Background: an optimization exercise with open tools, aiming at small area. Do not read the settings as production practice. Function was checked by simulation only, so behaviour that the tests miss may differ from the original. The clock port is modelled as an ideal driver; clocking choices that lean on that would not hold on a real chip.

`flow/flow/run.sh`:
```
#!/bin/bash
# Own layout flow: the standard synthesis, then the standard ORFS steps with
# smaller port buffers, synthesis buffers removed, every cell first downsized to
# its smallest drive strength, and a clock tree of small buffers,
# shrunk after CTS while the flip-flop clock slew stays low.
set -euo pipefail
cd "$(dirname "$0")/.."
F=$PWD/flow
bash standard.sh synth > synth.log 2>&1
bash standard.sh \
  REMOVE_ABC_BUFFERS=1 \
  POST_FLOORPLAN_TCL=$F/post_floorplan.tcl \
  POST_CTS_TCL=$F/post_cts.tcl \
  BUFFER_PORTS_ARGS="-buffer_cell sky130_fd_sc_hd__buf_1" \
  CTS_ARGS="-sink_clustering_enable -repair_clock_nets -dont_use_dummy_load -buf_list sky130_fd_sc_hd__clkbuf_8" \
  finish > layout.log 2>&1
```
`flow/flow/downsize.tcl`:
```
proc my_downsize_all {} {
  set dont_use {}
  if { [info exists ::env(DONT_USE_CELLS)] } { set dont_use $::env(DONT_USE_CELLS) }
  set best [dict create]
  set n 0
  set saved 0.0
  foreach inst [get_cells *] {
    set lc [get_lib_cells -of_objects $inst]
    set name [get_name $lc]
    if { ![regexp {^(sky130_fd_sc_hd__[a-z0-9]+)_[0-9]+$} $name -> fam] } { continue }
    if { [string match "*df*" $fam] || [string match "*tap*" $fam] || [string match "*conb*" $fam] } { continue }
    if { ![dict exists $best $fam] } {
      set bc ""
      set ba 1e9
      foreach c [get_lib_cells ${fam}_*] {
        set cn [get_name $c]
        if { ![regexp "^${fam}_\[0-9\]+\$" $cn] } { continue }
        if { [lsearch -exact $dont_use $cn] >= 0 } { continue }
        set a [get_property $c area]
        if { $a < $ba } { set ba $a; set bc $cn }
      }
      dict set best $fam [list $bc $ba]
    }
    lassign [dict get $best $fam] bc ba
    if { $bc ne "" && $bc ne $name } {
      set a0 [get_property $lc area]
      if { $ba < $a0 } {
        replace_cell $inst $bc
        incr n
        set saved [expr { $saved + $a0 - $ba }]
      }
    }
  }
  puts "my_downsize_all: resized $n cells, saved $saved um^2"
}
my_downsize_all
```
`flow/flow/post_cts.tcl`:
```
proc my_max_clk_slew {} {
  set m 0.0
  foreach p [get_pins -hierarchical */CLK] {
    set s [get_property $p slew_max]
    if { $s > $m } { set m $s }
  }
  return $m
}
proc my_shrink_clock_buffers { limit } {
  estimate_parasitics -placement
  puts "my_shrink_clock_buffers: start max clk slew [my_max_clk_slew]"
  foreach to {sky130_fd_sc_hd__clkbuf_4 sky130_fd_sc_hd__clkbuf_2} {
    foreach inst [get_cells *] {
      # only the buffers CTS made (named clkbuf_*), not port or repair buffers
      if { ![string match clkbuf_* [get_name $inst]] } { continue }
      set from [get_property $inst ref_name]
      if { ![string match sky130_fd_sc_hd__clkbuf_* $from] } { continue }
      if { $from eq $to } { continue }
      if { [get_property [get_lib_cells $from] area] <= [get_property [get_lib_cells $to] area] } { continue }
      replace_cell $inst $to
      estimate_parasitics -placement
      if { [my_max_clk_slew] > $limit } {
        replace_cell $inst $from
        estimate_parasitics -placement
      } else {
        puts "my_shrink_clock_buffers: [get_name $inst] $from -> $to"
      }
    }
  }
  puts "my_shrink_clock_buffers: end max clk slew [my_max_clk_slew]"
}
my_shrink_clock_buffers 0.125
```
`flow/flow/post_floorplan.tcl`:
```
source [file join [file dirname [info script]] downsize.tcl]
```
`flow/standard.sh`:
```
#!/bin/bash
# synth_recipe.tcl (not shown) runs the flow's synth.tcl, then flattens the netlist and writes it again
# the make line also repeats each setting of config.mk as NAME=value (left out here)
make -C /OpenROAD-flow-scripts/flow DESIGN_CONFIG=/design/flow/config.mk WORK_HOME=/design/flow/orfs CLKGATE_MAP_FILE= SYNTH_SCRIPT=/design/flow/synth_recipe.tcl "${@:-finish}"
```
`flow/config.mk`:
```
export PLATFORM = sky130hd
export DESIGN_NAME = boron_top
export DESIGN_NICKNAME = boron_top
export VERILOG_FILES = /design/flow/design.v
export SDC_FILE = /design/flow/constraint.sdc
export NUM_CORES = 4
export LEC_CHECK = 0
export CAP_MARGIN = 20
export CORE_MARGIN = 2
export CORE_UTILIZATION = 70
export SLEW_MARGIN = 20
export SYNTH_HIERARCHICAL = 1
```
`flow/constraint.sdc`:
```
create_clock -name core_clock -period 5.0 [get_ports {clk}]
set_input_delay 1.0000 -clock core_clock [delete_from_list [all_inputs] [get_ports {clk}]]
set_output_delay 1.0000 -clock core_clock [all_outputs]
set_load 0.01 [all_outputs]
```
`flow/design.v`:
```
module sbox_s (x, y);
  input [3:0] x;
  output [3:0] y;
  wire n4, n5, n7, n15, n17, n23, n24, n25, n29, n32, n33;
  c_xnor2 g4 (.A(x[0]), .B(x[2]), .Y(n4));
  c_o2bb2ai g5 (.A1_N(x[0]), .A2_N(n4), .B1(x[1]), .B2(n4), .Y(n5));
  c_nor2 g7 (.A(x[3]), .B(x[0]), .Y(n7));
  c_xor2 g15 (.A(n7), .B(x[1]), .X(n15));
  c_xnor2 g17 (.A(n4), .B(n15), .Y(n17));
  c_a21oi g23 (.A1(x[3]), .A2(x[0]), .B1(n7), .Y(n23));
  c_nand2 g24 (.A(x[2]), .B(n15), .Y(n24));
  c_o21ai g25 (.A1(n15), .A2(x[2]), .B1(n23), .Y(n25));
  c_xnor2 g29 (.A(n25), .B(n5), .Y(n29));
  c_o31ai g32 (.A1(x[2]), .A2(n15), .A3(n23), .B1(n25), .Y(n32));
  c_o21ai g33 (.A1(n23), .A2(x[2]), .B1(n24), .Y(n33));
  assign y[0] = n17;
  assign y[1] = n33;
  assign y[2] = n32;
  assign y[3] = n29;
endmodule
module sbox_k (x, y);
  input [3:0] x;
  output [3:0] y;
  wire n4, n5, n6, n7, n8, n12, n13, n14, n16, n19, n22, n30;
  c_xor2 g4 (.A(x[0]), .B(x[3]), .X(n4));
  c_nand2 g5 (.A(x[3]), .B(n4), .Y(n5));
  c_xnor2 g6 (.A(n5), .B(x[2]), .Y(n6));
  c_o21a g7 (.A1(x[0]), .A2(x[1]), .B1(x[2]), .X(n7));
  c_xor2 g8 (.A(x[1]), .B(n6), .X(n8));
  c_a21oi g12 (.A1(x[3]), .A2(n8), .B1(n7), .Y(n12));
  c_a22o g13 (.A1(n4), .A2(x[2]), .B1(x[3]), .B2(n5), .X(n13));
  c_o21a g14 (.A1(n6), .A2(x[0]), .B1(n12), .X(n14));
  c_nand2 g16 (.A(x[1]), .B(n13), .Y(n16));
  c_o21ai g19 (.A1(n7), .A2(n4), .B1(n16), .Y(n19));
  c_o22ai g22 (.A1(x[3]), .A2(n12), .B1(n7), .B2(n14), .Y(n22));
  c_o22ai g30 (.A1(n13), .A2(x[1]), .B1(n12), .B2(n4), .Y(n30));
  assign y[0] = n8;
  assign y[1] = n19;
  assign y[2] = n30;
  assign y[3] = n22;
endmodule
module c_a21oi (A1, A2, B1, Y);
input A1;
input A2;
input B1;
output Y;
assign Y = (~A1&~B1) | (~A2&~B1);
endmodule
module c_a22o (A1, A2, B1, B2, X);
input A1;
input A2;
input B1;
input B2;
output X;
assign X = (B1&B2) | (A1&A2);
endmodule
module c_clkinv (A, Y);
input A;
output Y;
assign Y = (~A);
endmodule
module c_nand2 (A, B, Y);
input A;
input B;
output Y;
assign Y = (~A) | (~B);
endmodule
module c_nand3 (A, B, C, Y);
input A;
input B;
input C;
output Y;
assign Y = (~A) | (~B) | (~C);
endmodule
module c_nand4 (A, B, C, D, Y);
input A;
input B;
input C;
input D;
output Y;
assign Y = (~A) | (~B) | (~C) | (~D);
endmodule
module c_nor2 (A, B, Y);
input A;
input B;
output Y;
assign Y = (~A&~B);
endmodule
module c_o21a (A1, A2, B1, X);
input A1;
input A2;
input B1;
output X;
assign X = (A1&B1) | (A2&B1);
endmodule
module c_o21ai (A1, A2, B1, Y);
input A1;
input A2;
input B1;
output Y;
assign Y = (~A1&~A2) | (~B1);
endmodule
module c_o22a (A1, A2, B1, B2, X);
input A1;
input A2;
input B1;
input B2;
output X;
assign X = (A1&B1) | (A2&B1) | (A1&B2) | (A2&B2);
endmodule
module c_o22ai (A1, A2, B1, B2, Y);
input A1;
input A2;
input B1;
input B2;
output Y;
assign Y = (~B1&~B2) | (~A1&~A2);
endmodule
module c_o2bb2ai (A1_N, A2_N, B1, B2, Y);
input A1_N;
input A2_N;
input B1;
input B2;
output Y;
assign Y = (~B1&~B2) | (A1_N&A2_N);
endmodule
module c_o31ai (A1, A2, A3, B1, Y);
input A1;
input A2;
input A3;
input B1;
output Y;
assign Y = (~A1&~A2&~A3) | (~B1);
endmodule
module c_xnor2 (A, B, Y);
input A;
input B;
output Y;
assign Y = (~A&~B) | (A&B);
endmodule
module c_xor2 (A, B, X);
input A;
input B;
output X;
assign X = (A&~B) | (~A&B);
endmodule
module counter (clk, reset, count);
  input clk;
  input reset;
  output reg [4:0] count;
  wire [4:0] n;
  wire e1, a2, e2, a3, e3, a4, e4;
  c_nor2 u_n0 (.A(reset), .B(count[0]), .Y(n[0]));
  c_xnor2 u_e1 (.A(count[1]), .B(count[0]), .Y(e1));
  c_nor2 u_n1 (.A(reset), .B(e1), .Y(n[1]));
  c_nand2 u_a2 (.A(count[1]), .B(count[0]), .Y(a2));
  c_xor2 u_e2 (.A(count[2]), .B(a2), .X(e2));
  c_nor2 u_n2 (.A(reset), .B(e2), .Y(n[2]));
  c_nand3 u_a3 (.A(count[2]), .B(count[1]), .C(count[0]), .Y(a3));
  c_xor2 u_e3 (.A(count[3]), .B(a3), .X(e3));
  c_nor2 u_n3 (.A(reset), .B(e3), .Y(n[3]));
  c_nand4 u_a4 (.A(count[3]), .B(count[2]), .C(count[1]), .D(count[0]), .Y(a4));
  c_xor2 u_e4 (.A(count[4]), .B(a4), .X(e4));
  c_nor2 u_n4 (.A(reset), .B(e4), .Y(n[4]));
  always @(posedge clk)
    count <= n;
endmodule
module boron_top (clk, plain_txt, key_in, cipher_txt, select, count1, reset);
input [63:0] plain_txt;
input [127:0] key_in;
input clk, select, reset;
output [63:0] cipher_txt;
output [4:0] count1;
reg [63:0] state_n;
reg [127:0] key;
wire [4:0] count;
wire ns;
wire [63:0] si, so, x;
wire [63:0] nstate_n;
wire [127:0] s, nkey;
wire [15:0] t1, t2;
assign count1 = count;
counter c2 (clk, reset, count);
c_clkinv u_ns (.A(select), .Y(ns));
always @(posedge clk) begin
  state_n <= nstate_n;
  key <= nkey;
end
c_xnor2 u_si0 (.A(state_n[0]), .B(key[0]), .Y(si[0]));
c_xnor2 u_si1 (.A(state_n[1]), .B(key[1]), .Y(si[1]));
c_xnor2 u_si2 (.A(state_n[2]), .B(key[2]), .Y(si[2]));
c_xnor2 u_si3 (.A(state_n[3]), .B(key[3]), .Y(si[3]));
c_xnor2 u_si4 (.A(state_n[4]), .B(key[4]), .Y(si[4]));
c_xnor2 u_si5 (.A(state_n[5]), .B(key[5]), .Y(si[5]));
c_xnor2 u_si6 (.A(state_n[6]), .B(key[6]), .Y(si[6]));
c_xnor2 u_si7 (.A(state_n[7]), .B(key[7]), .Y(si[7]));
c_xnor2 u_si8 (.A(state_n[8]), .B(key[8]), .Y(si[8]));
c_xnor2 u_si9 (.A(state_n[9]), .B(key[9]), .Y(si[9]));
c_xnor2 u_si10 (.A(state_n[10]), .B(key[10]), .Y(si[10]));
c_xnor2 u_si11 (.A(state_n[11]), .B(key[11]), .Y(si[11]));
c_xnor2 u_si12 (.A(state_n[12]), .B(key[12]), .Y(si[12]));
c_xnor2 u_si13 (.A(state_n[13]), .B(key[13]), .Y(si[13]));
c_xnor2 u_si14 (.A(state_n[14]), .B(key[14]), .Y(si[14]));
c_xnor2 u_si15 (.A(state_n[15]), .B(key[15]), .Y(si[15]));
c_xnor2 u_si16 (.A(state_n[16]), .B(key[16]), .Y(si[16]));
c_xnor2 u_si17 (.A(state_n[17]), .B(key[17]), .Y(si[17]));
c_xnor2 u_si18 (.A(state_n[18]), .B(key[18]), .Y(si[18]));
c_xnor2 u_si19 (.A(state_n[19]), .B(key[19]), .Y(si[19]));
c_xnor2 u_si20 (.A(state_n[20]), .B(key[20]), .Y(si[20]));
c_xnor2 u_si21 (.A(state_n[21]), .B(key[21]), .Y(si[21]));
c_xnor2 u_si22 (.A(state_n[22]), .B(key[22]), .Y(si[22]));
c_xnor2 u_si23 (.A(state_n[23]), .B(key[23]), .Y(si[23]));
c_xnor2 u_si24 (.A(state_n[24]), .B(key[24]), .Y(si[24]));
c_xnor2 u_si25 (.A(state_n[25]), .B(key[25]), .Y(si[25]));
c_xnor2 u_si26 (.A(state_n[26]), .B(key[26]), .Y(si[26]));
c_xnor2 u_si27 (.A(state_n[27]), .B(key[27]), .Y(si[27]));
c_xnor2 u_si28 (.A(state_n[28]), .B(key[28]), .Y(si[28]));
c_xnor2 u_si29 (.A(state_n[29]), .B(key[29]), .Y(si[29]));
c_xnor2 u_si30 (.A(state_n[30]), .B(key[30]), .Y(si[30]));
c_xnor2 u_si31 (.A(state_n[31]), .B(key[31]), .Y(si[31]));
c_xnor2 u_si32 (.A(state_n[32]), .B(key[32]), .Y(si[32]));
c_xnor2 u_si33 (.A(state_n[33]), .B(key[33]), .Y(si[33]));
c_xnor2 u_si34 (.A(state_n[34]), .B(key[34]), .Y(si[34]));
c_xnor2 u_si35 (.A(state_n[35]), .B(key[35]), .Y(si[35]));
c_xnor2 u_si36 (.A(state_n[36]), .B(key[36]), .Y(si[36]));
c_xnor2 u_si37 (.A(state_n[37]), .B(key[37]), .Y(si[37]));
c_xnor2 u_si38 (.A(state_n[38]), .B(key[38]), .Y(si[38]));
c_xnor2 u_si39 (.A(state_n[39]), .B(key[39]), .Y(si[39]));
c_xnor2 u_si40 (.A(state_n[40]), .B(key[40]), .Y(si[40]));
c_xnor2 u_si41 (.A(state_n[41]), .B(key[41]), .Y(si[41]));
c_xnor2 u_si42 (.A(state_n[42]), .B(key[42]), .Y(si[42]));
c_xnor2 u_si43 (.A(state_n[43]), .B(key[43]), .Y(si[43]));
c_xnor2 u_si44 (.A(state_n[44]), .B(key[44]), .Y(si[44]));
c_xnor2 u_si45 (.A(state_n[45]), .B(key[45]), .Y(si[45]));
c_xnor2 u_si46 (.A(state_n[46]), .B(key[46]), .Y(si[46]));
c_xnor2 u_si47 (.A(state_n[47]), .B(key[47]), .Y(si[47]));
c_xnor2 u_si48 (.A(state_n[48]), .B(key[48]), .Y(si[48]));
c_xnor2 u_si49 (.A(state_n[49]), .B(key[49]), .Y(si[49]));
c_xnor2 u_si50 (.A(state_n[50]), .B(key[50]), .Y(si[50]));
c_xnor2 u_si51 (.A(state_n[51]), .B(key[51]), .Y(si[51]));
c_xnor2 u_si52 (.A(state_n[52]), .B(key[52]), .Y(si[52]));
c_xnor2 u_si53 (.A(state_n[53]), .B(key[53]), .Y(si[53]));
c_xnor2 u_si54 (.A(state_n[54]), .B(key[54]), .Y(si[54]));
c_xnor2 u_si55 (.A(state_n[55]), .B(key[55]), .Y(si[55]));
c_xnor2 u_si56 (.A(state_n[56]), .B(key[56]), .Y(si[56]));
c_xnor2 u_si57 (.A(state_n[57]), .B(key[57]), .Y(si[57]));
c_xnor2 u_si58 (.A(state_n[58]), .B(key[58]), .Y(si[58]));
c_xnor2 u_si59 (.A(state_n[59]), .B(key[59]), .Y(si[59]));
c_xnor2 u_si60 (.A(state_n[60]), .B(key[60]), .Y(si[60]));
c_xnor2 u_si61 (.A(state_n[61]), .B(key[61]), .Y(si[61]));
c_xnor2 u_si62 (.A(state_n[62]), .B(key[62]), .Y(si[62]));
c_xnor2 u_si63 (.A(state_n[63]), .B(key[63]), .Y(si[63]));
assign cipher_txt = si;
sbox_s u_sb0 (.x(si[3:0]), .y(so[3:0]));
sbox_s u_sb1 (.x(si[7:4]), .y(so[7:4]));
sbox_s u_sb2 (.x(si[11:8]), .y(so[11:8]));
sbox_s u_sb3 (.x(si[15:12]), .y(so[15:12]));
sbox_s u_sb4 (.x(si[19:16]), .y(so[19:16]));
sbox_s u_sb5 (.x(si[23:20]), .y(so[23:20]));
sbox_s u_sb6 (.x(si[27:24]), .y(so[27:24]));
sbox_s u_sb7 (.x(si[31:28]), .y(so[31:28]));
sbox_s u_sb8 (.x(si[35:32]), .y(so[35:32]));
sbox_s u_sb9 (.x(si[39:36]), .y(so[39:36]));
sbox_s u_sb10 (.x(si[43:40]), .y(so[43:40]));
sbox_s u_sb11 (.x(si[47:44]), .y(so[47:44]));
sbox_s u_sb12 (.x(si[51:48]), .y(so[51:48]));
sbox_s u_sb13 (.x(si[55:52]), .y(so[55:52]));
sbox_s u_sb14 (.x(si[59:56]), .y(so[59:56]));
sbox_s u_sb15 (.x(si[63:60]), .y(so[63:60]));
c_xnor2 u_t1_0 (.A(so[33]), .B(so[7]), .Y(t1[0]));
c_xor2 u_t2_0 (.A(so[63]), .B(so[20]), .X(t2[0]));
c_xnor2 u_x63_0 (.A(so[63]), .B(t1[0]), .Y(x[48]));
assign x[32] = t1[0];
assign x[16] = t2[0];
c_xnor2 u_x15_0 (.A(t2[0]), .B(so[7]), .Y(x[0]));
c_xor2 u_t1_1 (.A(so[34]), .B(so[8]), .X(t1[1]));
c_xnor2 u_t2_1 (.A(so[48]), .B(so[21]), .Y(t2[1]));
c_xnor2 u_x63_1 (.A(so[48]), .B(t1[1]), .Y(x[49]));
assign x[33] = t1[1];
assign x[17] = t2[1];
c_xnor2 u_x15_1 (.A(t2[1]), .B(so[8]), .Y(x[1]));
c_xnor2 u_t1_2 (.A(so[35]), .B(so[9]), .Y(t1[2]));
c_xnor2 u_t2_2 (.A(so[49]), .B(so[22]), .Y(t2[2]));
c_xor2 u_x63_2 (.A(so[49]), .B(t1[2]), .X(x[50]));
assign x[34] = t1[2];
assign x[18] = t2[2];
c_xor2 u_x15_2 (.A(t2[2]), .B(so[9]), .X(x[2]));
c_xor2 u_t1_3 (.A(so[36]), .B(so[10]), .X(t1[3]));
c_xor2 u_t2_3 (.A(so[50]), .B(so[23]), .X(t2[3]));
c_xnor2 u_x63_3 (.A(so[50]), .B(t1[3]), .Y(x[51]));
assign x[35] = t1[3];
assign x[19] = t2[3];
c_xnor2 u_x15_3 (.A(t2[3]), .B(so[10]), .Y(x[3]));
c_xnor2 u_t1_4 (.A(so[37]), .B(so[11]), .Y(t1[4]));
c_xor2 u_t2_4 (.A(so[51]), .B(so[24]), .X(t2[4]));
c_xnor2 u_x63_4 (.A(so[51]), .B(t1[4]), .Y(x[52]));
assign x[36] = t1[4];
assign x[20] = t2[4];
c_xnor2 u_x15_4 (.A(t2[4]), .B(so[11]), .Y(x[4]));
c_xor2 u_t1_5 (.A(so[38]), .B(so[12]), .X(t1[5]));
c_xnor2 u_t2_5 (.A(so[52]), .B(so[25]), .Y(t2[5]));
c_xnor2 u_x63_5 (.A(so[52]), .B(t1[5]), .Y(x[53]));
assign x[37] = t1[5];
assign x[21] = t2[5];
c_xnor2 u_x15_5 (.A(t2[5]), .B(so[12]), .Y(x[5]));
c_xnor2 u_t1_6 (.A(so[39]), .B(so[13]), .Y(t1[6]));
c_xnor2 u_t2_6 (.A(so[53]), .B(so[26]), .Y(t2[6]));
c_xor2 u_x63_6 (.A(so[53]), .B(t1[6]), .X(x[54]));
assign x[38] = t1[6];
assign x[22] = t2[6];
c_xor2 u_x15_6 (.A(t2[6]), .B(so[13]), .X(x[6]));
c_xor2 u_t1_7 (.A(so[40]), .B(so[14]), .X(t1[7]));
c_xor2 u_t2_7 (.A(so[54]), .B(so[27]), .X(t2[7]));
c_xnor2 u_x63_7 (.A(so[54]), .B(t1[7]), .Y(x[55]));
assign x[39] = t1[7];
assign x[23] = t2[7];
c_xnor2 u_x15_7 (.A(t2[7]), .B(so[14]), .Y(x[7]));
c_xnor2 u_t1_8 (.A(so[41]), .B(so[15]), .Y(t1[8]));
c_xor2 u_t2_8 (.A(so[55]), .B(so[28]), .X(t2[8]));
c_xnor2 u_x63_8 (.A(so[55]), .B(t1[8]), .Y(x[56]));
assign x[40] = t1[8];
assign x[24] = t2[8];
c_xnor2 u_x15_8 (.A(t2[8]), .B(so[15]), .Y(x[8]));
c_xor2 u_t1_9 (.A(so[42]), .B(so[0]), .X(t1[9]));
c_xnor2 u_t2_9 (.A(so[56]), .B(so[29]), .Y(t2[9]));
c_xnor2 u_x63_9 (.A(so[56]), .B(t1[9]), .Y(x[57]));
assign x[41] = t1[9];
assign x[25] = t2[9];
c_xnor2 u_x15_9 (.A(t2[9]), .B(so[0]), .Y(x[9]));
c_xnor2 u_t1_10 (.A(so[43]), .B(so[1]), .Y(t1[10]));
c_xnor2 u_t2_10 (.A(so[57]), .B(so[30]), .Y(t2[10]));
c_xor2 u_x63_10 (.A(so[57]), .B(t1[10]), .X(x[58]));
assign x[42] = t1[10];
assign x[26] = t2[10];
c_xor2 u_x15_10 (.A(t2[10]), .B(so[1]), .X(x[10]));
c_xor2 u_t1_11 (.A(so[44]), .B(so[2]), .X(t1[11]));
c_xor2 u_t2_11 (.A(so[58]), .B(so[31]), .X(t2[11]));
c_xnor2 u_x63_11 (.A(so[58]), .B(t1[11]), .Y(x[59]));
assign x[43] = t1[11];
assign x[27] = t2[11];
c_xnor2 u_x15_11 (.A(t2[11]), .B(so[2]), .Y(x[11]));
c_xnor2 u_t1_12 (.A(so[45]), .B(so[3]), .Y(t1[12]));
c_xor2 u_t2_12 (.A(so[59]), .B(so[16]), .X(t2[12]));
c_xnor2 u_x63_12 (.A(so[59]), .B(t1[12]), .Y(x[60]));
assign x[44] = t1[12];
assign x[28] = t2[12];
c_xnor2 u_x15_12 (.A(t2[12]), .B(so[3]), .Y(x[12]));
c_xor2 u_t1_13 (.A(so[46]), .B(so[4]), .X(t1[13]));
c_xnor2 u_t2_13 (.A(so[60]), .B(so[17]), .Y(t2[13]));
c_xnor2 u_x63_13 (.A(so[60]), .B(t1[13]), .Y(x[61]));
assign x[45] = t1[13];
assign x[29] = t2[13];
c_xnor2 u_x15_13 (.A(t2[13]), .B(so[4]), .Y(x[13]));
c_xnor2 u_t1_14 (.A(so[47]), .B(so[5]), .Y(t1[14]));
c_xnor2 u_t2_14 (.A(so[61]), .B(so[18]), .Y(t2[14]));
c_xor2 u_x63_14 (.A(so[61]), .B(t1[14]), .X(x[62]));
assign x[46] = t1[14];
assign x[30] = t2[14];
c_xor2 u_x15_14 (.A(t2[14]), .B(so[5]), .X(x[14]));
c_xor2 u_t1_15 (.A(so[32]), .B(so[6]), .X(t1[15]));
c_xor2 u_t2_15 (.A(so[62]), .B(so[19]), .X(t2[15]));
c_xnor2 u_x63_15 (.A(so[62]), .B(t1[15]), .Y(x[63]));
assign x[47] = t1[15];
assign x[31] = t2[15];
c_xnor2 u_x15_15 (.A(t2[15]), .B(so[6]), .Y(x[15]));
c_o22ai u_ms0 (.A1(select), .A2(x[0]), .B1(ns), .B2(plain_txt[0]), .Y(nstate_n[0]));
c_o22ai u_ms1 (.A1(select), .A2(x[1]), .B1(ns), .B2(plain_txt[1]), .Y(nstate_n[1]));
c_o22ai u_ms2 (.A1(select), .A2(x[2]), .B1(ns), .B2(plain_txt[2]), .Y(nstate_n[2]));
c_o22ai u_ms3 (.A1(select), .A2(x[3]), .B1(ns), .B2(plain_txt[3]), .Y(nstate_n[3]));
c_o22ai u_ms4 (.A1(select), .A2(x[4]), .B1(ns), .B2(plain_txt[4]), .Y(nstate_n[4]));
c_o22ai u_ms5 (.A1(select), .A2(x[5]), .B1(ns), .B2(plain_txt[5]), .Y(nstate_n[5]));
c_o22ai u_ms6 (.A1(select), .A2(x[6]), .B1(ns), .B2(plain_txt[6]), .Y(nstate_n[6]));
c_o22ai u_ms7 (.A1(select), .A2(x[7]), .B1(ns), .B2(plain_txt[7]), .Y(nstate_n[7]));
c_o22ai u_ms8 (.A1(select), .A2(x[8]), .B1(ns), .B2(plain_txt[8]), .Y(nstate_n[8]));
c_o22ai u_ms9 (.A1(select), .A2(x[9]), .B1(ns), .B2(plain_txt[9]), .Y(nstate_n[9]));
c_o22ai u_ms10 (.A1(select), .A2(x[10]), .B1(ns), .B2(plain_txt[10]), .Y(nstate_n[10]));
c_o22ai u_ms11 (.A1(select), .A2(x[11]), .B1(ns), .B2(plain_txt[11]), .Y(nstate_n[11]));
c_o22ai u_ms12 (.A1(select), .A2(x[12]), .B1(ns), .B2(plain_txt[12]), .Y(nstate_n[12]));
c_o22ai u_ms13 (.A1(select), .A2(x[13]), .B1(ns), .B2(plain_txt[13]), .Y(nstate_n[13]));
c_o22ai u_ms14 (.A1(select), .A2(x[14]), .B1(ns), .B2(plain_txt[14]), .Y(nstate_n[14]));
c_o22ai u_ms15 (.A1(select), .A2(x[15]), .B1(ns), .B2(plain_txt[15]), .Y(nstate_n[15]));
c_o22ai u_ms16 (.A1(select), .A2(x[16]), .B1(ns), .B2(plain_txt[16]), .Y(nstate_n[16]));
c_o22ai u_ms17 (.A1(select), .A2(x[17]), .B1(ns), .B2(plain_txt[17]), .Y(nstate_n[17]));
c_o22ai u_ms18 (.A1(select), .A2(x[18]), .B1(ns), .B2(plain_txt[18]), .Y(nstate_n[18]));
c_o22ai u_ms19 (.A1(select), .A2(x[19]), .B1(ns), .B2(plain_txt[19]), .Y(nstate_n[19]));
c_o22ai u_ms20 (.A1(select), .A2(x[20]), .B1(ns), .B2(plain_txt[20]), .Y(nstate_n[20]));
c_o22ai u_ms21 (.A1(select), .A2(x[21]), .B1(ns), .B2(plain_txt[21]), .Y(nstate_n[21]));
c_o22ai u_ms22 (.A1(select), .A2(x[22]), .B1(ns), .B2(plain_txt[22]), .Y(nstate_n[22]));
c_o22ai u_ms23 (.A1(select), .A2(x[23]), .B1(ns), .B2(plain_txt[23]), .Y(nstate_n[23]));
c_o22ai u_ms24 (.A1(select), .A2(x[24]), .B1(ns), .B2(plain_txt[24]), .Y(nstate_n[24]));
c_o22ai u_ms25 (.A1(select), .A2(x[25]), .B1(ns), .B2(plain_txt[25]), .Y(nstate_n[25]));
c_o22ai u_ms26 (.A1(select), .A2(x[26]), .B1(ns), .B2(plain_txt[26]), .Y(nstate_n[26]));
c_o22ai u_ms27 (.A1(select), .A2(x[27]), .B1(ns), .B2(plain_txt[27]), .Y(nstate_n[27]));
c_o22ai u_ms28 (.A1(select), .A2(x[28]), .B1(ns), .B2(plain_txt[28]), .Y(nstate_n[28]));
c_o22ai u_ms29 (.A1(select), .A2(x[29]), .B1(ns), .B2(plain_txt[29]), .Y(nstate_n[29]));
c_o22ai u_ms30 (.A1(select), .A2(x[30]), .B1(ns), .B2(plain_txt[30]), .Y(nstate_n[30]));
c_o22ai u_ms31 (.A1(select), .A2(x[31]), .B1(ns), .B2(plain_txt[31]), .Y(nstate_n[31]));
c_o22ai u_ms32 (.A1(select), .A2(x[32]), .B1(ns), .B2(plain_txt[32]), .Y(nstate_n[32]));
c_o22ai u_ms33 (.A1(select), .A2(x[33]), .B1(ns), .B2(plain_txt[33]), .Y(nstate_n[33]));
c_o22ai u_ms34 (.A1(select), .A2(x[34]), .B1(ns), .B2(plain_txt[34]), .Y(nstate_n[34]));
c_o22ai u_ms35 (.A1(select), .A2(x[35]), .B1(ns), .B2(plain_txt[35]), .Y(nstate_n[35]));
c_o22ai u_ms36 (.A1(select), .A2(x[36]), .B1(ns), .B2(plain_txt[36]), .Y(nstate_n[36]));
c_o22ai u_ms37 (.A1(select), .A2(x[37]), .B1(ns), .B2(plain_txt[37]), .Y(nstate_n[37]));
c_o22ai u_ms38 (.A1(select), .A2(x[38]), .B1(ns), .B2(plain_txt[38]), .Y(nstate_n[38]));
c_o22ai u_ms39 (.A1(select), .A2(x[39]), .B1(ns), .B2(plain_txt[39]), .Y(nstate_n[39]));
c_o22ai u_ms40 (.A1(select), .A2(x[40]), .B1(ns), .B2(plain_txt[40]), .Y(nstate_n[40]));
c_o22ai u_ms41 (.A1(select), .A2(x[41]), .B1(ns), .B2(plain_txt[41]), .Y(nstate_n[41]));
c_o22ai u_ms42 (.A1(select), .A2(x[42]), .B1(ns), .B2(plain_txt[42]), .Y(nstate_n[42]));
c_o22ai u_ms43 (.A1(select), .A2(x[43]), .B1(ns), .B2(plain_txt[43]), .Y(nstate_n[43]));
c_o22ai u_ms44 (.A1(select), .A2(x[44]), .B1(ns), .B2(plain_txt[44]), .Y(nstate_n[44]));
c_o22ai u_ms45 (.A1(select), .A2(x[45]), .B1(ns), .B2(plain_txt[45]), .Y(nstate_n[45]));
c_o22ai u_ms46 (.A1(select), .A2(x[46]), .B1(ns), .B2(plain_txt[46]), .Y(nstate_n[46]));
c_o22ai u_ms47 (.A1(select), .A2(x[47]), .B1(ns), .B2(plain_txt[47]), .Y(nstate_n[47]));
c_o22ai u_ms48 (.A1(select), .A2(x[48]), .B1(ns), .B2(plain_txt[48]), .Y(nstate_n[48]));
c_o22ai u_ms49 (.A1(select), .A2(x[49]), .B1(ns), .B2(plain_txt[49]), .Y(nstate_n[49]));
c_o22ai u_ms50 (.A1(select), .A2(x[50]), .B1(ns), .B2(plain_txt[50]), .Y(nstate_n[50]));
c_o22ai u_ms51 (.A1(select), .A2(x[51]), .B1(ns), .B2(plain_txt[51]), .Y(nstate_n[51]));
c_o22ai u_ms52 (.A1(select), .A2(x[52]), .B1(ns), .B2(plain_txt[52]), .Y(nstate_n[52]));
c_o22ai u_ms53 (.A1(select), .A2(x[53]), .B1(ns), .B2(plain_txt[53]), .Y(nstate_n[53]));
c_o22ai u_ms54 (.A1(select), .A2(x[54]), .B1(ns), .B2(plain_txt[54]), .Y(nstate_n[54]));
c_o22ai u_ms55 (.A1(select), .A2(x[55]), .B1(ns), .B2(plain_txt[55]), .Y(nstate_n[55]));
c_o22ai u_ms56 (.A1(select), .A2(x[56]), .B1(ns), .B2(plain_txt[56]), .Y(nstate_n[56]));
c_o22ai u_ms57 (.A1(select), .A2(x[57]), .B1(ns), .B2(plain_txt[57]), .Y(nstate_n[57]));
c_o22ai u_ms58 (.A1(select), .A2(x[58]), .B1(ns), .B2(plain_txt[58]), .Y(nstate_n[58]));
c_o22ai u_ms59 (.A1(select), .A2(x[59]), .B1(ns), .B2(plain_txt[59]), .Y(nstate_n[59]));
c_o22ai u_ms60 (.A1(select), .A2(x[60]), .B1(ns), .B2(plain_txt[60]), .Y(nstate_n[60]));
c_o22ai u_ms61 (.A1(select), .A2(x[61]), .B1(ns), .B2(plain_txt[61]), .Y(nstate_n[61]));
c_o22ai u_ms62 (.A1(select), .A2(x[62]), .B1(ns), .B2(plain_txt[62]), .Y(nstate_n[62]));
c_o22ai u_ms63 (.A1(select), .A2(x[63]), .B1(ns), .B2(plain_txt[63]), .Y(nstate_n[63]));
assign s = {key[114:0], key[127:115]};
wire [127:0] ks;
sbox_k u_ks0 (.x(s[3:0]), .y(ks[3:0]));
sbox_k u_ks1 (.x(s[7:4]), .y(ks[7:4]));
assign ks[58:8] = s[58:8];
c_xor2 u_kc0 (.A(s[59]), .B(count[0]), .X(ks[59]));
c_xor2 u_kc1 (.A(s[60]), .B(count[1]), .X(ks[60]));
c_xor2 u_kc2 (.A(s[61]), .B(count[2]), .X(ks[61]));
c_xor2 u_kc3 (.A(s[62]), .B(count[3]), .X(ks[62]));
c_xor2 u_kc4 (.A(s[63]), .B(count[4]), .X(ks[63]));
assign ks[127:64] = s[127:64];
c_o22a u_mk0 (.A1(select), .A2(ks[0]), .B1(ns), .B2(key_in[0]), .X(nkey[0]));
c_o22a u_mk1 (.A1(select), .A2(ks[1]), .B1(ns), .B2(key_in[1]), .X(nkey[1]));
c_o22a u_mk2 (.A1(select), .A2(ks[2]), .B1(ns), .B2(key_in[2]), .X(nkey[2]));
c_o22a u_mk3 (.A1(select), .A2(ks[3]), .B1(ns), .B2(key_in[3]), .X(nkey[3]));
c_o22a u_mk4 (.A1(select), .A2(ks[4]), .B1(ns), .B2(key_in[4]), .X(nkey[4]));
c_o22a u_mk5 (.A1(select), .A2(ks[5]), .B1(ns), .B2(key_in[5]), .X(nkey[5]));
c_o22a u_mk6 (.A1(select), .A2(ks[6]), .B1(ns), .B2(key_in[6]), .X(nkey[6]));
c_o22a u_mk7 (.A1(select), .A2(ks[7]), .B1(ns), .B2(key_in[7]), .X(nkey[7]));
c_o22a u_mk8 (.A1(select), .A2(ks[8]), .B1(ns), .B2(key_in[8]), .X(nkey[8]));
c_o22a u_mk9 (.A1(select), .A2(ks[9]), .B1(ns), .B2(key_in[9]), .X(nkey[9]));
c_o22a u_mk10 (.A1(select), .A2(ks[10]), .B1(ns), .B2(key_in[10]), .X(nkey[10]));
c_o22a u_mk11 (.A1(select), .A2(ks[11]), .B1(ns), .B2(key_in[11]), .X(nkey[11]));
c_o22a u_mk12 (.A1(select), .A2(ks[12]), .B1(ns), .B2(key_in[12]), .X(nkey[12]));
c_o22a u_mk13 (.A1(select), .A2(ks[13]), .B1(ns), .B2(key_in[13]), .X(nkey[13]));
c_o22a u_mk14 (.A1(select), .A2(ks[14]), .B1(ns), .B2(key_in[14]), .X(nkey[14]));
c_o22a u_mk15 (.A1(select), .A2(ks[15]), .B1(ns), .B2(key_in[15]), .X(nkey[15]));
c_o22a u_mk16 (.A1(select), .A2(ks[16]), .B1(ns), .B2(key_in[16]), .X(nkey[16]));
c_o22a u_mk17 (.A1(select), .A2(ks[17]), .B1(ns), .B2(key_in[17]), .X(nkey[17]));
c_o22a u_mk18 (.A1(select), .A2(ks[18]), .B1(ns), .B2(key_in[18]), .X(nkey[18]));
c_o22a u_mk19 (.A1(select), .A2(ks[19]), .B1(ns), .B2(key_in[19]), .X(nkey[19]));
c_o22a u_mk20 (.A1(select), .A2(ks[20]), .B1(ns), .B2(key_in[20]), .X(nkey[20]));
c_o22a u_mk21 (.A1(select), .A2(ks[21]), .B1(ns), .B2(key_in[21]), .X(nkey[21]));
c_o22a u_mk22 (.A1(select), .A2(ks[22]), .B1(ns), .B2(key_in[22]), .X(nkey[22]));
c_o22a u_mk23 (.A1(select), .A2(ks[23]), .B1(ns), .B2(key_in[23]), .X(nkey[23]));
c_o22a u_mk24 (.A1(select), .A2(ks[24]), .B1(ns), .B2(key_in[24]), .X(nkey[24]));
c_o22a u_mk25 (.A1(select), .A2(ks[25]), .B1(ns), .B2(key_in[25]), .X(nkey[25]));
c_o22a u_mk26 (.A1(select), .A2(ks[26]), .B1(ns), .B2(key_in[26]), .X(nkey[26]));
c_o22a u_mk27 (.A1(select), .A2(ks[27]), .B1(ns), .B2(key_in[27]), .X(nkey[27]));
c_o22a u_mk28 (.A1(select), .A2(ks[28]), .B1(ns), .B2(key_in[28]), .X(nkey[28]));
c_o22a u_mk29 (.A1(select), .A2(ks[29]), .B1(ns), .B2(key_in[29]), .X(nkey[29]));
c_o22a u_mk30 (.A1(select), .A2(ks[30]), .B1(ns), .B2(key_in[30]), .X(nkey[30]));
c_o22a u_mk31 (.A1(select), .A2(ks[31]), .B1(ns), .B2(key_in[31]), .X(nkey[31]));
c_o22a u_mk32 (.A1(select), .A2(ks[32]), .B1(ns), .B2(key_in[32]), .X(nkey[32]));
c_o22a u_mk33 (.A1(select), .A2(ks[33]), .B1(ns), .B2(key_in[33]), .X(nkey[33]));
c_o22a u_mk34 (.A1(select), .A2(ks[34]), .B1(ns), .B2(key_in[34]), .X(nkey[34]));
c_o22a u_mk35 (.A1(select), .A2(ks[35]), .B1(ns), .B2(key_in[35]), .X(nkey[35]));
c_o22a u_mk36 (.A1(select), .A2(ks[36]), .B1(ns), .B2(key_in[36]), .X(nkey[36]));
c_o22a u_mk37 (.A1(select), .A2(ks[37]), .B1(ns), .B2(key_in[37]), .X(nkey[37]));
c_o22a u_mk38 (.A1(select), .A2(ks[38]), .B1(ns), .B2(key_in[38]), .X(nkey[38]));
c_o22a u_mk39 (.A1(select), .A2(ks[39]), .B1(ns), .B2(key_in[39]), .X(nkey[39]));
c_o22a u_mk40 (.A1(select), .A2(ks[40]), .B1(ns), .B2(key_in[40]), .X(nkey[40]));
c_o22a u_mk41 (.A1(select), .A2(ks[41]), .B1(ns), .B2(key_in[41]), .X(nkey[41]));
c_o22a u_mk42 (.A1(select), .A2(ks[42]), .B1(ns), .B2(key_in[42]), .X(nkey[42]));
c_o22a u_mk43 (.A1(select), .A2(ks[43]), .B1(ns), .B2(key_in[43]), .X(nkey[43]));
c_o22a u_mk44 (.A1(select), .A2(ks[44]), .B1(ns), .B2(key_in[44]), .X(nkey[44]));
c_o22a u_mk45 (.A1(select), .A2(ks[45]), .B1(ns), .B2(key_in[45]), .X(nkey[45]));
c_o22a u_mk46 (.A1(select), .A2(ks[46]), .B1(ns), .B2(key_in[46]), .X(nkey[46]));
c_o22a u_mk47 (.A1(select), .A2(ks[47]), .B1(ns), .B2(key_in[47]), .X(nkey[47]));
c_o22a u_mk48 (.A1(select), .A2(ks[48]), .B1(ns), .B2(key_in[48]), .X(nkey[48]));
c_o22a u_mk49 (.A1(select), .A2(ks[49]), .B1(ns), .B2(key_in[49]), .X(nkey[49]));
c_o22a u_mk50 (.A1(select), .A2(ks[50]), .B1(ns), .B2(key_in[50]), .X(nkey[50]));
c_o22a u_mk51 (.A1(select), .A2(ks[51]), .B1(ns), .B2(key_in[51]), .X(nkey[51]));
c_o22a u_mk52 (.A1(select), .A2(ks[52]), .B1(ns), .B2(key_in[52]), .X(nkey[52]));
c_o22a u_mk53 (.A1(select), .A2(ks[53]), .B1(ns), .B2(key_in[53]), .X(nkey[53]));
c_o22a u_mk54 (.A1(select), .A2(ks[54]), .B1(ns), .B2(key_in[54]), .X(nkey[54]));
c_o22a u_mk55 (.A1(select), .A2(ks[55]), .B1(ns), .B2(key_in[55]), .X(nkey[55]));
c_o22a u_mk56 (.A1(select), .A2(ks[56]), .B1(ns), .B2(key_in[56]), .X(nkey[56]));
c_o22a u_mk57 (.A1(select), .A2(ks[57]), .B1(ns), .B2(key_in[57]), .X(nkey[57]));
c_o22a u_mk58 (.A1(select), .A2(ks[58]), .B1(ns), .B2(key_in[58]), .X(nkey[58]));
c_o22a u_mk59 (.A1(select), .A2(ks[59]), .B1(ns), .B2(key_in[59]), .X(nkey[59]));
c_o22a u_mk60 (.A1(select), .A2(ks[60]), .B1(ns), .B2(key_in[60]), .X(nkey[60]));
c_o22a u_mk61 (.A1(select), .A2(ks[61]), .B1(ns), .B2(key_in[61]), .X(nkey[61]));
c_o22a u_mk62 (.A1(select), .A2(ks[62]), .B1(ns), .B2(key_in[62]), .X(nkey[62]));
c_o22a u_mk63 (.A1(select), .A2(ks[63]), .B1(ns), .B2(key_in[63]), .X(nkey[63]));
c_o22a u_mk64 (.A1(select), .A2(ks[64]), .B1(ns), .B2(key_in[64]), .X(nkey[64]));
c_o22a u_mk65 (.A1(select), .A2(ks[65]), .B1(ns), .B2(key_in[65]), .X(nkey[65]));
c_o22a u_mk66 (.A1(select), .A2(ks[66]), .B1(ns), .B2(key_in[66]), .X(nkey[66]));
c_o22a u_mk67 (.A1(select), .A2(ks[67]), .B1(ns), .B2(key_in[67]), .X(nkey[67]));
c_o22a u_mk68 (.A1(select), .A2(ks[68]), .B1(ns), .B2(key_in[68]), .X(nkey[68]));
c_o22a u_mk69 (.A1(select), .A2(ks[69]), .B1(ns), .B2(key_in[69]), .X(nkey[69]));
c_o22a u_mk70 (.A1(select), .A2(ks[70]), .B1(ns), .B2(key_in[70]), .X(nkey[70]));
c_o22a u_mk71 (.A1(select), .A2(ks[71]), .B1(ns), .B2(key_in[71]), .X(nkey[71]));
c_o22a u_mk72 (.A1(select), .A2(ks[72]), .B1(ns), .B2(key_in[72]), .X(nkey[72]));
c_o22a u_mk73 (.A1(select), .A2(ks[73]), .B1(ns), .B2(key_in[73]), .X(nkey[73]));
c_o22a u_mk74 (.A1(select), .A2(ks[74]), .B1(ns), .B2(key_in[74]), .X(nkey[74]));
c_o22a u_mk75 (.A1(select), .A2(ks[75]), .B1(ns), .B2(key_in[75]), .X(nkey[75]));
c_o22a u_mk76 (.A1(select), .A2(ks[76]), .B1(ns), .B2(key_in[76]), .X(nkey[76]));
c_o22a u_mk77 (.A1(select), .A2(ks[77]), .B1(ns), .B2(key_in[77]), .X(nkey[77]));
c_o22a u_mk78 (.A1(select), .A2(ks[78]), .B1(ns), .B2(key_in[78]), .X(nkey[78]));
c_o22a u_mk79 (.A1(select), .A2(ks[79]), .B1(ns), .B2(key_in[79]), .X(nkey[79]));
c_o22a u_mk80 (.A1(select), .A2(ks[80]), .B1(ns), .B2(key_in[80]), .X(nkey[80]));
c_o22a u_mk81 (.A1(select), .A2(ks[81]), .B1(ns), .B2(key_in[81]), .X(nkey[81]));
c_o22a u_mk82 (.A1(select), .A2(ks[82]), .B1(ns), .B2(key_in[82]), .X(nkey[82]));
c_o22a u_mk83 (.A1(select), .A2(ks[83]), .B1(ns), .B2(key_in[83]), .X(nkey[83]));
c_o22a u_mk84 (.A1(select), .A2(ks[84]), .B1(ns), .B2(key_in[84]), .X(nkey[84]));
c_o22a u_mk85 (.A1(select), .A2(ks[85]), .B1(ns), .B2(key_in[85]), .X(nkey[85]));
c_o22a u_mk86 (.A1(select), .A2(ks[86]), .B1(ns), .B2(key_in[86]), .X(nkey[86]));
c_o22a u_mk87 (.A1(select), .A2(ks[87]), .B1(ns), .B2(key_in[87]), .X(nkey[87]));
c_o22a u_mk88 (.A1(select), .A2(ks[88]), .B1(ns), .B2(key_in[88]), .X(nkey[88]));
c_o22a u_mk89 (.A1(select), .A2(ks[89]), .B1(ns), .B2(key_in[89]), .X(nkey[89]));
c_o22a u_mk90 (.A1(select), .A2(ks[90]), .B1(ns), .B2(key_in[90]), .X(nkey[90]));
c_o22a u_mk91 (.A1(select), .A2(ks[91]), .B1(ns), .B2(key_in[91]), .X(nkey[91]));
c_o22a u_mk92 (.A1(select), .A2(ks[92]), .B1(ns), .B2(key_in[92]), .X(nkey[92]));
c_o22a u_mk93 (.A1(select), .A2(ks[93]), .B1(ns), .B2(key_in[93]), .X(nkey[93]));
c_o22a u_mk94 (.A1(select), .A2(ks[94]), .B1(ns), .B2(key_in[94]), .X(nkey[94]));
c_o22a u_mk95 (.A1(select), .A2(ks[95]), .B1(ns), .B2(key_in[95]), .X(nkey[95]));
c_o22a u_mk96 (.A1(select), .A2(ks[96]), .B1(ns), .B2(key_in[96]), .X(nkey[96]));
c_o22a u_mk97 (.A1(select), .A2(ks[97]), .B1(ns), .B2(key_in[97]), .X(nkey[97]));
c_o22a u_mk98 (.A1(select), .A2(ks[98]), .B1(ns), .B2(key_in[98]), .X(nkey[98]));
c_o22a u_mk99 (.A1(select), .A2(ks[99]), .B1(ns), .B2(key_in[99]), .X(nkey[99]));
c_o22a u_mk100 (.A1(select), .A2(ks[100]), .B1(ns), .B2(key_in[100]), .X(nkey[100]));
c_o22a u_mk101 (.A1(select), .A2(ks[101]), .B1(ns), .B2(key_in[101]), .X(nkey[101]));
c_o22a u_mk102 (.A1(select), .A2(ks[102]), .B1(ns), .B2(key_in[102]), .X(nkey[102]));
c_o22a u_mk103 (.A1(select), .A2(ks[103]), .B1(ns), .B2(key_in[103]), .X(nkey[103]));
c_o22a u_mk104 (.A1(select), .A2(ks[104]), .B1(ns), .B2(key_in[104]), .X(nkey[104]));
c_o22a u_mk105 (.A1(select), .A2(ks[105]), .B1(ns), .B2(key_in[105]), .X(nkey[105]));
c_o22a u_mk106 (.A1(select), .A2(ks[106]), .B1(ns), .B2(key_in[106]), .X(nkey[106]));
c_o22a u_mk107 (.A1(select), .A2(ks[107]), .B1(ns), .B2(key_in[107]), .X(nkey[107]));
c_o22a u_mk108 (.A1(select), .A2(ks[108]), .B1(ns), .B2(key_in[108]), .X(nkey[108]));
c_o22a u_mk109 (.A1(select), .A2(ks[109]), .B1(ns), .B2(key_in[109]), .X(nkey[109]));
c_o22a u_mk110 (.A1(select), .A2(ks[110]), .B1(ns), .B2(key_in[110]), .X(nkey[110]));
c_o22a u_mk111 (.A1(select), .A2(ks[111]), .B1(ns), .B2(key_in[111]), .X(nkey[111]));
c_o22a u_mk112 (.A1(select), .A2(ks[112]), .B1(ns), .B2(key_in[112]), .X(nkey[112]));
c_o22a u_mk113 (.A1(select), .A2(ks[113]), .B1(ns), .B2(key_in[113]), .X(nkey[113]));
c_o22a u_mk114 (.A1(select), .A2(ks[114]), .B1(ns), .B2(key_in[114]), .X(nkey[114]));
c_o22a u_mk115 (.A1(select), .A2(ks[115]), .B1(ns), .B2(key_in[115]), .X(nkey[115]));
c_o22a u_mk116 (.A1(select), .A2(ks[116]), .B1(ns), .B2(key_in[116]), .X(nkey[116]));
c_o22a u_mk117 (.A1(select), .A2(ks[117]), .B1(ns), .B2(key_in[117]), .X(nkey[117]));
c_o22a u_mk118 (.A1(select), .A2(ks[118]), .B1(ns), .B2(key_in[118]), .X(nkey[118]));
c_o22a u_mk119 (.A1(select), .A2(ks[119]), .B1(ns), .B2(key_in[119]), .X(nkey[119]));
c_o22a u_mk120 (.A1(select), .A2(ks[120]), .B1(ns), .B2(key_in[120]), .X(nkey[120]));
c_o22a u_mk121 (.A1(select), .A2(ks[121]), .B1(ns), .B2(key_in[121]), .X(nkey[121]));
c_o22a u_mk122 (.A1(select), .A2(ks[122]), .B1(ns), .B2(key_in[122]), .X(nkey[122]));
c_o22a u_mk123 (.A1(select), .A2(ks[123]), .B1(ns), .B2(key_in[123]), .X(nkey[123]));
c_o22a u_mk124 (.A1(select), .A2(ks[124]), .B1(ns), .B2(key_in[124]), .X(nkey[124]));
c_o22a u_mk125 (.A1(select), .A2(ks[125]), .B1(ns), .B2(key_in[125]), .X(nkey[125]));
c_o22a u_mk126 (.A1(select), .A2(ks[126]), .B1(ns), .B2(key_in[126]), .X(nkey[126]));
c_o22a u_mk127 (.A1(select), .A2(ks[127]), .B1(ns), .B2(key_in[127]), .X(nkey[127]));
endmodule
```
==> qor.csv, run 1 <==
metric,value,unit
setup repair after global routing missed its margin,false,
data arrival time at the worst-slack endpoint,1.66,ns
number of global-route vias before repair,6159,
clock tree from TritonCTS,done,
number of hold violations in the final report,0,
share of the synthesized netlist area taken by xor and xnor gates,20.5,%
detailed-route wire length per cell,17.7,microns
placed instance count,1174,
global-route wire length before repair,30800,microns
Syn Std Cell Area,8830,sq um
share of layout cells above drive strength 1,2.26,%
# nets final,1216,
largest family of logic cells by synthesized area,compound AO/OA/AOI/OAI gates,
count of different cell masters after synthesis,17,
number of warnings issued by yosys,8,
die area,13500,sq um
post-synthesis instance total,807,
# DRC,0,
register area share after synthesis,44.7,%
worst setup skew after layout,0.0429,ns
time the final worst path needs with I/O delays and setup,2.66,ns
count of input and output buffers,263,
number of antenna violations at the first check in global routing,1,
DIE WIDTH,116,microns
slowest cell delay on critical path,0.46,ns
Critical Path Start Type,register,
detailed-router iteration count before antenna repair,5,
Detailed Route Iter0 Violations,599,
core region area,12500,sq um
via-per-instance ratio,5.70,
routed wire length,21000,microns
Achievable Freq,376,MHz
area share of and/or/nand/nor cells after synthesis,1.91,%
number of endpoints failing setup at the final stage,0,
overall fraction of global-route tracks in use,30.4,%
count of flip-flops with a built-in enable after synthesis,0,
"leading cell type in the layout, fill and taps excluded",buf_1,
"Critical Path, Cell by Cell",xnor2_1 -> buf_1,
starting utilization of the core area,70.9,%
clock transition at the registers of the reported paths,0.12,ns
worst-skew pair later-pin latency,0.59,ns
Die Y-Extent,116,microns
compound-gate portion of the synthesized area,26.7,%
fraction of synthesis flops using an asynchronous set or reset pin,0,%
Buf/Inv on CP,1,
number of standard cells in the final layout excluding fillers,1192,
"Primary FF master, synth",dfxtp_1,
crit path max-delay cell type,xnor2_1,
type of the worst setup path,register to primary output,
largest delay contributor family on the critical path,XOR/XNOR gates,
global route overflow,0,
result of the run,"complete, no violations",
Max-cap violations,0,
final weighted congestion in routability-driven placement,0.918,
mux share of post-synthesis cell area,0,%
"share of synthesized cell area in full adder, half adder and majority cells",0,%
pin count of the biggest net entering global routing,121,
transition time at the pin with the least slew margin,0.882,ns
area growth from synthesis to layout,7.03,%
final total negative setup slack,0,ns
"leading cell types in the layout, fill and taps excluded","buf_1, dfxtp_1, xnor2_1",
DRT antenna net count,0,
overall via count from detail_route,6789,
Worst Path Required,4.00,ns
number of max-slew violations in the final report,0,
count of state elements after synthesis,197,
number of rows in the core area,41,
HP Class,register to register,
Filler cells,1002,
# clock sinks,197,
post-route fraction of the period consumed by the critical path,53.3,%
normalized max-slew margin,41.2,%
type of element capturing the critical path,primary output,
I/O pin count,264,
peak fanout along the critical path,6,
average cell area after synthesis,10.9,sq um
Post-DP HPWL,15900,microns
per-stage QoR:
step	cell area, sq um	setup slack (ns)	hold slack (ns)	util, %
floorplan	8290	0.806	0.426	-
global placement	9290	2.10	0.428	74.5
detailed placement	9290	2.08	0.433	74.5
global route	9450	2.21	0.432	75.8
finish	9450	2.34	0.424	75.8
worst paths after layout:
kind                             from  slack (ns)  cells after the start                  to
hold reg to reg       key[80]$_DFF_P_        0.42                      1     key[93]$_DFF_P_
setup reg to reg      key[24]$_DFF_P_        2.48                      8  state_n[6]$_DFF_P_
setup / recovery  state_n[14]$_DFF_P_        2.34                      2      cipher_txt[14]
hold / removal        key[80]$_DFF_P_        0.42                      1     key[93]$_DFF_P_
final cells by class:
cell class / count / area (sq um) / share of cell area, %
Antenna cell: 1 / 2.50 / 0.0265
Clock buffer: 17 / 165 / 1.75
Inverter: 1 / 8.76 / 0.0927
Multi-Input combinational cell: 537 / 4100 / 43.3
Sequential cell: 197 / 3940 / 41.7
Tap cell: 172 / 215 / 2.28
Timing Repair Buffer: 267 / 1020 / 10.8
Yosys stat by module (local to each module, per instance), excerpt:
| module | flops+latches | copies in the design | cells inside |
|---|---|---|---|
| boron_top | 192 | 1 | 192 |
| counter | 5 | 1 | 5 |
| sbox_k | 0 | 2 | 4 |
| c_xnor2 | 0 | 155 | 1 |
| c_o22a | 0 | 128 | 1 |
| c_a22o | 0 | 2 | 1 |
| c_nand4 | 0 | 1 | 1 |
| c_o22ai | 0 | 68 | 1 |
| c_nand3 | 0 | 1 | 1 |
cell families (layout without fill, tap and decap cells):
family,count (synthesis),in the layout
AOI/OAI and AO/OA,286,286
xor gates and xnor gates,207,207
buffers and inverters,73,285
and+or+nand+nor,44,44
DFF,197,197
other,0,1
state kept, by name, indices dropped and copies added (netlist names):
signal / cells
state_n: 64
key: 128
c2.count: 5
cell usage after synthesis (16+ instances only):
| cell | n | share of area, % |
|---|---|---|
| a21oi_2 | 18 | 1.8 |
| buf_4 | 72 | 6.1 |
| dfxtp_1 | 197 | 45 |
| nand2_1 | 21 | 0.89 |
| nor2_1 | 21 | 0.89 |
| o21ai_1 | 34 | 1.9 |
| o22a_1 | 128 | 13 |
| o22ai_1 | 68 | 4.8 |
| o2bb2ai_2 | 16 | 2.7 |
| o31ai_2 | 16 | 2.3 |
| xnor2_1 | 155 | 15 |
| xor2_1 | 52 | 5.2 |
layer usage:
layer	vias up	part of all wire [%]	track usage, %
met1	3130	41	38.2
met3	49	8.7	9.39
met5	-	0	0
li1	3324	-	-
met4	0	3.4	13.2
met2	286	47	48.5
==> inputs of run 2 (changes only) <==
--- a/flow/flow/post_cts.tcl
+++ b/flow/flow/post_cts.tcl
@@ -29,4 +29,4 @@
   }
   puts "my_shrink_clock_buffers: end max clk slew [my_max_clk_slew]"
 }
-my_shrink_clock_buffers 0.125
+my_shrink_clock_buffers 0.118
==> run 2 against run 1 <==
First-iteration DRC count down 4.7%; via count about the same; routed wire length up 0.28%; register-to-register slack worse by 0.02 ns; sequential cell count unchanged; sequential share of layout area down 0.15 points; clock-buffer cell count unchanged; highest routed layer unchanged.
==> qor.csv, run 2 <==
metric,value,unit,change
result of the run,"complete, no violations",,
routing usage on met1,38.2,%,unchanged
placed instance count,1174,,unchanged
number of hold violations in the final report,0,,unchanged
Max-cap violations,0,,unchanged
"Primary FF master, synth",dfxtp_1,,
worst-skew pair later-pin latency,0.81,ns,+0.22 ns
global-route wire length before repair,30800,microns,about the same
Worst Path Required,4.00,ns,about the same
slowest cell delay on critical path,0.49,ns,+0.03 ns
core region area,12500,sq um,unchanged
commonest cells in the netlist,"dfxtp_1, xnor2_1, o22a_1",,
routed wire length,21100,microns,+0.28%
area growth from synthesis to layout,7.42,%,
count of flip-flops with a built-in enable after synthesis,0,,unchanged
time the final worst path needs with I/O delays and setup,2.89,ns,+0.229 ns
number of max-slew violations in the final report,0,,unchanged
post-synthesis instance total,807,,unchanged
data arrival time at the worst-slack endpoint,1.89,ns,+0.23 ns
count of input and output buffers,263,,unchanged
detailed-router iteration count before antenna repair,7,,+2
post-route fraction of the period consumed by the critical path,57.8,%,+4.6 points
Largest regs,"key x128, state_n x64, c2.count x5",,
most congested layer reported by global routing,met2,,
register name with the most flops,key,,
"leading cell types in the layout, fill and taps excluded","buf_1, dfxtp_1, xnor2_1",,
DRT antenna net count,0,,unchanged
met2 track utilization from global routing,48.6,%,+0.12 points
starting utilization of the core area,70.9,%,unchanged
overall via count from detail_route,6788,,-0.015%
final total negative setup slack,0,ns,unchanged
die area,13500,sq um,unchanged
average cell area after synthesis,10.9,sq um,unchanged
"Critical Path, Cell by Cell",xnor2_1 -> buf_1,,
fraction of synthesis flops using an asynchronous set or reset pin,0,%,unchanged
overall fraction of global-route tracks in use,30.4,%,about the same
transition time at the pin with the least slew margin,0.875,ns,-0.00734 ns
number of warnings issued by yosys,8,,unchanged
number of rows in the core area,41,,unchanged
number of endpoints failing setup at the final stage,0,,unchanged
HP Class,input port to register,,
count of state elements after synthesis,197,,unchanged
# DRC,0,,unchanged
clock transition at the registers of the reported paths,0.11,ns,about the same
Yosys top cell by area,dfxtp_1,,
most common cell in the netlist,dfxtp_1,,
peak fanout along the critical path,6,,unchanged
type of element capturing the critical path,primary output,,
register area share after synthesis,44.7,%,unchanged
Achievable Freq,346,MHz,-7.9%
number of antenna violations at the first check in global routing,1,,unchanged
GR Layer Usage met3,9.39,%,unchanged
final weighted congestion in routability-driven placement,0.918,,unchanged
leading post-synthesis cells by cell area,"dfxtp_1, xnor2_1, o22a_1",,
Die Y-Extent,116,microns,unchanged
crit path max-delay cell type,xnor2_1,,
number of global-route vias before repair,6159,,unchanged
clock tree from TritonCTS,done,,
Detailed Route Iter0 Violations,571,,-4.7%
share of layout cells above drive strength 1,2.26,%,unchanged
count of different cell masters after synthesis,17,,unchanged
Syn Std Cell Area,8830,sq um,unchanged
global route overflow,0,,unchanged
via-per-instance ratio,5.69,,about the same
# nets final,1216,,unchanged
pin count of the biggest net entering global routing,121,,unchanged
Post-DP HPWL,15900,microns,unchanged
detailed-route wire length per cell,17.7,microns,+0.28%
proportion of netlist area held by the largest area contributor,44.7,%,unchanged
type of the worst setup path,register to primary output,,
worst setup skew after layout,0.0388,ns,-0.00409 ns
number of standard cells in the final layout excluding fillers,1192,,unchanged
setup repair after global routing missed its margin,false,,
flip-flop count of the largest register after layout,128,,unchanged
# clock sinks,197,,unchanged
"leading cell type in the layout, fill and taps excluded",buf_1,,
normalized max-slew margin,41.7,%,+0.49 points
I/O pin count,264,,unchanged
DIE WIDTH,116,microns,unchanged
Critical Path Start Type,register,,
-- run 2: cell counts after synthesis --
No cell type changed its count.
-- run 2: per-module statistics from Yosys, one instance, submodules excluded, excerpt --
module / cells inside / cell area, sq um
counter: 5 / 100
c_o21a: 1 / 7.51
boron_top: 192 / 3840
c_nand2: 1 / 3.75
c_a21oi: 1 / 8.76
c_nand3: 1 / 5.00
-- run 2: worst paths after layout --
path / startpoint / endpoint / slack (ns) / depth (start not counted)
hold reg to reg: key[64]$_DFF_P_ / key[77]$_DFF_P_ / 0.45 / 1
setup / recovery: key[58]$_DFF_P_ / cipher_txt[58] / 2.11 / 2
setup reg to reg: key[56]$_DFF_P_ / state_n[12]$_DFF_P_ / 2.46 / 8
hold / removal: plain_txt[28] / state_n[28]$_DFF_P_ / 0.37 / 2
-- run 2: layout make-up --
cell class / instances / area [sq um]
inverter: 1 / 8.76
clock buffer: 17 / 200
antenna: 1 / 2.50
fill: 994 / 2980
timing repair buffer: 267 / 1020
sequential: 197 / 3940
tap: 172 / 215
multi-input combinational: 537 / 4100
-- run 2: per-layer routing --
| layer | vias to the layer above | wire (microns) |
|---|---|---|
| met4 | 0 | 639 |
| met5 | - | 0 |
| li1 | 3320 | - |
| met3 | 42 | 1800 |
| met2 | 291 | 9850 |
| met1 | 3135 | 8810 |
-- run 2: kinds of logic after synthesis --
group | after synthesis | share of synthesized area, %
DFF | 197 | 44.7
xor gates and xnor gates | 207 | 20.5
AOI/OAI and AO/OA | 286 | 26.7
and+or+nand+nor | 44 | 1.91
buffers and inverters | 73 | 6.16
-- run 2: critical path: cells and delay by family, from the launching register on --
family / cells / cell delay [ns]
XOR/XNOR: 1 / 0.49
flip-flops: 1 / 0.38
buffers and inverters: 1 / 0.24
-- run 2: stage by stage --
step                instance area (sq um)  setup slack (ns)  hold slack (ns)  utilization (%)
global route                         9490              1.96            0.294             76.1
global placement                     9290              2.10            0.428             74.5
finish                               9490              2.11            0.366             76.1
detailed placement                   9290              2.08            0.433             74.5
floorplan                            8290             0.806            0.426                -

-- what the ideal ports hide --
The results above use ideal ports. As a check the final layouts listed here were re-extracted and re-timed, cells and wires unchanged. Step 1 assumes that a clkbuf_16 drives the clock port and a buf_2 every other input. Step 2, shift: input delay + t, output delay - t, t = (earliest + latest rising clock arrival at the registers) / 2. This alone moves slack from input paths to output paths. Slacks: ideal / step 1 / step 2; pairs: ideal / step 1.
run	shift t [ns]	slack for setup (ns)	worst register clock-pin slew, ns
run 1	0.613	2.337 / 2.295 / 2.035	0.12 / 0.12
run 2	0.833	2.108 / 2.068 / 2.021	0.11 / 0.11
After both steps every run listed still meets setup and hold. The setup slack of run 1, which loses most, moves by -0.042 ns with the drivers and by -0.302 ns with both steps.
